Background: an optimization exercise with open tools, aiming at small area. Do not read the settings as production practice.
The RTL was checked by simulation tests, not by an equivalence proof against the original design.
The clock input has no modelled driver; a real chip could not lean on it and would need a root buffer or a full tree.
Power is estimated from default activity; no workload was simulated.

==> v3 <==
## PadServo
module PadServo (
    input  clk_i,
    input  rst_i,
    output dclock_o,
    output dlatch_o,
    input  sdata_i,
    output srv_o
);
reg [13:0] h;
reg hp;
wire h_end = (h == 14'b01011011011101);
always @(posedge clk_i) begin
    if (rst_i)
        h <= 14'b10101011011011;
    else
        h <= {h[12:0], h[13] ^ h[12] ^ h[11] ^ h[1] ^ h_end};
    hp <= ~rst_i & h_end;
end
reg a;
reg [4:0] b;
always @(posedge clk_i)
    if (rst_i) begin
        a <= 1'b0;
        b <= 5'd0;
    end else if (hp) begin
        a <= ~a;
        if (a)
            b <= b[4] ? 5'd0 : b + 1'b1;
    end
assign dlatch_o = (b == 5'd0);
assign dclock_o = a & ~b[4] & (b != 5'd0);
reg s1, s2, t_dec, t_inc, v_inc, v_dec;
always @(posedge clk_i) begin
    s1 <= sdata_i;
    s2 <= s1;
    if (hp && a && b == 5'd6)
        t_dec <= s2;
    if (hp && a && b == 5'd7)
        t_inc <= s2;
end
always @(posedge clk_i)
    if (rst_i) begin
        v_inc <= 1'b0;
        v_dec <= 1'b0;
    end else if (hp && a && b[4]) begin
        v_inc <= t_inc;
        v_dec <= t_dec;
    end
wire en = v_inc ^ v_dec;
reg [23:0] c;
wire [23:0] e = c ^ {24{v_dec}};         
wire sat = &e;                           
wire [24:0] g;
assign g[0] = en & ~sat;
genvar i;
generate for (i = 0; i < 24; i = i + 1) begin : chain
    assign g[i+1] = g[i] & e[i];
end endgenerate
always @(posedge clk_i)
    if (rst_i)
        c <= 24'd0;
    else
        c <= c ^ g[23:0];
reg [6:0] lo;
reg [7:0] hi;
wire lo_end = (lo == 7'b1001100);
wire tick = (&hi) & lo[1] & lo[2];
always @(posedge clk_i)
    if (rst_i) begin
        hi <= 8'd255;
        lo <= 7'b0010100;
    end else begin
        if (lo_end | tick)
            hi <= hi + 1'b1;
        if (tick)
            lo <= 7'b0011000;
        else
  ...
==> module PadServo, before the edit <==
module PadServo (
    input  clk_i,
    input  rst_i,
    output dclock_o,
    output dlatch_o,
    input  sdata_i,
    output srv_o
);
reg [13:0] h;
reg hp;
wire h_end = (h == 14'b01011011011101);
always @(posedge clk_i) begin
    if (rst_i)
        h <= 14'b10101011011011;
    else
        h <= {h[12:0], h[13] ^ h[12] ^ h[11] ^ h[1] ^ h_end};
    hp <= ~rst_i & h_end;
end
reg a;
reg [4:0] b;
always @(posedge clk_i)
    if (rst_i) begin
        a <= 1'b0;
        b <= 5'd0;
    end else if (hp) begin
        a <= ~a;
        if (a)
            b <= b[4] ? 5'd0 : b + 1'b1;
    end
assign dlatch_o = (b == 5'd0);
assign dclock_o = a & ~b[4] & (b != 5'd0);
reg s1, s2, t_dec, t_inc, v_inc, v_dec;
always @(posedge clk_i) begin
    s1 <= sdata_i;
    s2 <= s1;
    if (hp && a && b == 5'd6)
        t_dec <= s2;
    if (hp && a && b == 5'd7)
        t_inc <= s2;
end
always @(posedge clk_i)
    if (rst_i) begin
        v_inc <= 1'b0;
        v_dec <= 1'b0;
    end else if (hp && a && b[4]) begin
        v_inc <= t_inc;
        v_dec <= t_dec;
    end
wire en = v_inc ^ v_dec;
reg [23:0] c;
wire [23:0] e = c ^ {24{v_dec}};         
wire sat = &e;                           
wire [24:0] g;
assign g[0] = en & ~sat;
genvar i;
generate for (i = 0; i < 24; i = i + 1) begin : chain
    assign g[i+1] = g[i] & e[i];
end endgenerate
always @(posedge clk_i)
    if (rst_i)
        c <= 24'd0;
    else
        c <= c ^ g[23:0];
reg [6:0] lo;
reg [7:0] hi;
wire lo_end = (lo == 7'b1001100);
wire tick = (&hi) & lo[1] & lo[2];
always @(posedge clk_i)
    if (rst_i) begin
        hi <= 8'd255;
        lo <= 7'b0010100;
    end else begin
        if (lo_end | tick)
            hi <= hi + 1'b1;
        if (tick)
            lo <= 7'b0011000;
        else
            lo <= {lo[5:0], lo[6] ^ lo[5] ^ lo_end};
    end
reg [4:0] ph;
reg on;
wire ph_top = ph[4] & ph[1] & ph[0];     
always @(posedge clk_i)
    if (rst_i) begin
        ph <= 5'd17;
        on <= 1'b0;
    end else begin
        if (tick)
            ph <= ph_top ? 5'd0 : ph + 1'b1;
        on <= tick ? ph_top : (on & (hi < c[23:16]));
    end
assign srv_o = ph_top | on;
endmodule
Settings: LEC_CHECK=0, CAP_MARGIN=20, CORE_MARGIN=2, CORE_UTILIZATION=40, SLEW_MARGIN=20; clock period 10.0 ns.
standard.sh (not shown) runs the stock make flow with config.mk's settings and CLKGATE_MAP_FILE= SYNTH_SCRIPT=/design/flow/synth_recipe.tcl, a recipe that flattens the netlist after the stock synthesis.
==> flow/flow/run.sh <==
#!/bin/bash
# Own layout flow: the standard flow (standard.sh), with two changes:
#  - synthesis maps the logic with an area-oriented ABC script (flow/area.abc)
#    instead of the delay-oriented one; everything before ABC (and so every
#    register, its name and its cell) is the standard synthesis unchanged;
#  - clock tree synthesis uses smaller buffers and no dummy loads (flow/cts_args).
# Each tool's output is kept in flow_*.log in the work folder.
set -euo pipefail
W="$(cd "$(dirname "$0")/.." && pwd)"
F="$W/flow"
{
cat <<EOT
proc abc {args} {
  set i [lsearch -exact \$args -script]
  if {\$i >= 0} { set args [lreplace \$args [expr {\$i+1}] [expr {\$i+1}] {$F/area.abc}] }
  set j [lsearch -exact \$args -D]
  if {\$j >= 0} { set args [lreplace \$args \$j [expr {\$j+1}]] }
  yosys abc {*}\$args
}
EOT
cat "$W/synth_recipe.tcl"
} > "$W/area_synth.tcl"
CTS_ARGS="$(cat "$F/cts_args")"
sed -e "s#SYNTH_SCRIPT=[^ ]*#SYNTH_SCRIPT=$W/area_synth.tcl 'CTS_ARGS=$CTS_ARGS'#" "$W/standard.sh" > "$W/area_standard.sh"
cd "$W"
bash "$W/area_standard.sh" > "$W/flow_make.log" 2>&1
==> flow/flow/area.abc <==
strash; dc2; dch -f; amap; topo
==> flow/flow/cts_args <==
-sink_clustering_enable -repair_clock_nets -dont_use_dummy_load -buf_list sky130_fd_sc_hd__clkbuf_4
==> v4 (differences from v3) <==
--- a/flow/design.v
+++ b/flow/design.v
@@ -26,18 +26,17 @@
     end else if (hp) begin
         a <= ~a;
         if (a)
-            b <= b[4] ? 5'd0 : b + 1'b1;
+            b <= b[4] ? 5'd0 : b ^ {&b[3:0], &b[2:0], &b[1:0], b[0], 1'b1};
     end
 assign dlatch_o = (b == 5'd0);
 assign dclock_o = a & ~b[4] & (b != 5'd0);
-reg s1, s2, t_dec, t_inc, v_inc, v_dec;
+reg s1, t_dec, t_inc, v_inc, v_dec;
 always @(posedge clk_i) begin
     s1 <= sdata_i;
-    s2 <= s1;
-    if (hp && a && b == 5'd6)
-        t_dec <= s2;
-    if (hp && a && b == 5'd7)
-        t_inc <= s2;
+    if (h_end && a && b == 5'd6)
+        t_dec <= s1;
+    if (h_end && a && b == 5'd7)
+        t_inc <= s1;
 end
 always @(posedge clk_i)
     if (rst_i) begin
@@ -66,13 +65,17 @@
 reg [7:0] hi;
 wire lo_end = (lo == 7'b1001100);
 wire tick = (&hi) & lo[1] & lo[2];
+wire [7:0] hi_t;                         
+assign hi_t[0] = lo_end | tick;
+generate for (i = 1; i < 8; i = i + 1) begin : hinc
+    assign hi_t[i] = hi_t[i-1] & hi[i-1];
+end endgenerate
 always @(posedge clk_i)
     if (rst_i) begin
         hi <= 8'd255;
         lo <= 7'b0010100;
     end else begin
-        if (lo_end | tick)
-            hi <= hi + 1'b1;
+        hi <= hi ^ hi_t;
         if (tick)
             lo <= 7'b0011000;
         else
@@ -87,7 +90,7 @@
         on <= 1'b0;
     end else begin
         if (tick)
-            ph <= ph_top ? 5'd0 : ph + 1'b1;
+            ph <= ph_top ? 5'd0 : ph ^ {&ph[3:0], &ph[2:0], &ph[1:0], ph[0], 1'b1};
         on <= tick ? ph_top : (on & (hi < c[23:16]));
     end
 assign srv_o = ph_top | on;
==> flow/flow/run.sh (replaced) <==
#!/bin/bash
# Own layout flow: the standard flow (standard.sh) with these changes:
#  - synthesis maps the logic with an area-oriented ABC script (flow/area.abc)
#    and without the half/full-adder cell extraction, so ABC sees all of the
#    logic; everything that creates or maps registers is the standard
#    synthesis unchanged, so every register keeps its name and cell;
#  - the clock tree is one level of four clock buffers, one per quarter of
#    the registers (flow/pre_cts.tcl); a clock buffer whose registers would
#    see a slow clock edge is then upsized (flow/post_cts.tcl);
#  - the port buffers are the smallest buffer cell.
# The make output is kept in flow_make.log in the work folder; ORFS keeps each
# tool's log under orfs/logs/.
set -euo pipefail
W="$(cd "$(dirname "$0")/.." && pwd)"
F="$W/flow"
{
cat <<EOT
proc abc {args} {
  set i [lsearch -exact \$args -script]
  if {\$i >= 0} { set args [lreplace \$args [expr {\$i+1}] [expr {\$i+1}] {$F/area.abc}] }
  set j [lsearch -exact \$args -D]
  if {\$j >= 0} { set args [lreplace \$args \$j [expr {\$j+1}]] }
  yosys abc {*}\$args
}
proc extract_fa {args} {}
EOT
cat "$W/synth_recipe.tcl"
} > "$W/area_synth.tcl"
sed -e "s#SYNTH_SCRIPT=[^ ]*#SYNTH_SCRIPT=$W/area_synth.tcl 'PRE_CTS_TCL=$F/pre_cts.tcl' 'POST_CTS_TCL=$F/post_cts.tcl' 'BUFFER_PORTS_ARGS=-buffer_cell sky130_fd_sc_hd__buf_1'#" "$W/standard.sh" > "$W/area_standard.sh"
cd "$W"
bash "$W/area_standard.sh" > "$W/flow_make.log" 2>&1
==> flow/flow/area.abc (replaced) <==
strash; dc2; dch -f; amap -F 3 -A 10; topo
==> flow/flow/post_cts.tcl (new file) <==
# Sourced by ORFS's cts.tcl after clock tree synthesis (POST_CTS_TCL): a
# clock buffer whose registers would see a clock edge slower than about
# 120 ps (placement estimate) is replaced by the next larger clock buffer.
set_propagated_clock [all_clocks]
estimate_parasitics -placement
set clock_fix_changed 0
foreach pin [get_pins -hierarchical */CLK] {
  set s [get_property $pin slew_max]
  if {$s > 0.120} {
    set net [get_nets -of_objects $pin]
    foreach d [get_pins -of_objects $net -filter "direction == output"] {
      set inst [get_cells -of_objects $d]
      set ref [get_property $inst ref_name]
      set big ""
      if {$ref eq "sky130_fd_sc_hd__clkbuf_2"} { set big sky130_fd_sc_hd__clkbuf_4 }
      if {$ref eq "sky130_fd_sc_hd__clkbuf_4"} { set big sky130_fd_sc_hd__clkbuf_8 }
      if {$ref eq "sky130_fd_sc_hd__clkbuf_8"} { set big sky130_fd_sc_hd__clkbuf_16 }
      if {$big ne ""} {
        replace_cell $inst $big
        incr clock_fix_changed
        puts "post_cts: [get_full_name $inst] $ref -> $big (clock pin slew [format %.3f $s] ns)"
      }
    }
  }
}
if {$clock_fix_changed > 0} {
  detailed_placement
  estimate_parasitics -placement
}
==> flow/flow/pre_cts.tcl (new file) <==
# Sourced by ORFS's cts.tcl before clock tree synthesis (PRE_CTS_TCL).
# The design has few registers, so the clock tree is a single level: the
# clock port drives four clock buffers, each placed at the centre of a
# quarter of the registers (split at the median x, then each half at its
# median y) and driving that quarter.  This replaces the tool's H-tree, whose
# root buffer and eight leaf buffers take more area.
proc quad_clock {clk_port cell} {
  set block [ord::get_db_block]
  set clk_net [[$block findBTerm $clk_port] getNet]
  set master [[ord::get_db] findMaster $cell]
  set sinks {}
  foreach iterm [$clk_net getITerms] {
    set box [[$iterm getInst] getBBox]
    lappend sinks [list $iterm [expr {([$box xMin] + [$box xMax]) / 2}] \
      [expr {([$box yMin] + [$box yMax]) / 2}]]
  }
  set n [llength $sinks]
  set byx [lsort -integer -index 1 $sinks]
  set h [expr {$n / 2}]
  set groups {}
  foreach half [list [lrange $byx 0 [expr {$h - 1}]] [lrange $byx $h end]] {
    set byy [lsort -integer -index 2 $half]
    set q [expr {[llength $byy] / 2}]
    lappend groups [lrange $byy 0 [expr {$q - 1}]] [lrange $byy $q end]
  }
  set k 0
  foreach g $groups {
    set buf [odb::dbInst_create $block $master clkbuf_q$k]
    set net [odb::dbNet_create $block clknet_q$k]
    $net setSigType CLOCK
    [$buf findITerm A] connect $clk_net
    [$buf findITerm X] connect $net
    set xs 0
    set ys 0
    foreach s $g {
      [lindex $s 0] disconnect
      [lindex $s 0] connect $net
      set xs [expr {$xs + [lindex $s 1]}]
      set ys [expr {$ys + [lindex $s 2]}]
    }
    set c [llength $g]
    $buf setLocation [expr {$xs / $c}] [expr {$ys / $c}]
    $buf setPlacementStatus PLACED
    puts "quad_clock: clkbuf_q$k ($cell) drives $c registers"
    incr k
  }
  set_propagated_clock [all_clocks]
}
proc clock_tree_synthesis {args} {
  quad_clock clk_i sky130_fd_sc_hd__clkbuf_8
}
removed: flow/flow/cts_args
==> comparison <==
In v3 the sequential cell count is higher than in v4, by 1. Between v4 and v3, the lower fmax is in v3 (gap 5.8%, measured against v3). Against v4, the sequential share of layout area of v3 is lower by 2.6 points. Between v3 and v4, the lower via count is in v4 (gap 4.1%, measured against v4). Of v4 and v3, v3 has the higher clock skew (gap 0.014 ns). In v4 the first-iteration DRC count is larger than in v3, by 2.2%. Between v3 and v4, the lower die area is in v4 (gap about 6%, measured against v4). Against v4, the synthesized cell count of v3 is larger by about 5%.
==> figures <==
item	v3	v4
Status	timing/DRC/antenna clean	timing/DRC/antenna clean
Clock Power	127 uW	108 uW
Area enclosed by the die boundary	8354 sq um	7876 sq um
Post-DR wirelength/cell	11.29 um	11.25 um
Synth top area share	0.4586	0.4808
Via count of the first global-routing pass	2,244	2,131
Gate Count Post-Synth	371	354
Total power per unit cell area	137.1 nW/um^2	137.6 nW/um^2
Num rows	31	30
Min-Delay Path Depth	0	2
Met3 track demand over resource in global routing	0.02739	0.01213
Mean area per synthesized cell	8.236 sq um	8.115 sq um
Slew at the pin with the worst max-slew slack	0.9202 ns	0.8273 ns
Net load switching power	104.9 uW	87.51 uW
Critical path required time	10.31 ns	10.07 ns
Leakage	0.001124 uW	0.001024 uW
Overall power after layout	452.4 uW	423.3 uW
Final std cells w/o fill	485	460
The clock cells of v4 come from the design's own scripts or RTL, not from TritonCTS.

## separate check: timing with driven ports
The flow's constraints put no driver on any port. The routed layouts listed below were extracted and timed again, unchanged, in two steps.
Step 1 assumes that a clkbuf_16 drives the clock port and a buf_2 every other input.
Step 2 also shifts input and output timing later by t, the mid clock arrival at the registers, as if the neighbouring blocks saw the same clock.
a / b / c = no drivers / after step 1 / after step 2; a / b = the first two.
run | t (ns) | setup WS [ns] | hold slack, ns | worst data-port slew with drivers (ns)
v3 | 0.416 | 4.056 / 4.056 / 4.056 | 0.338 / 0.338 / 0.338 | 0.03
v4 | 0.220 | 4.379 / 4.379 / 4.379 | 0.426 / 0.426 / 0.426 | 0.03
After both steps every run listed still meets setup and hold.
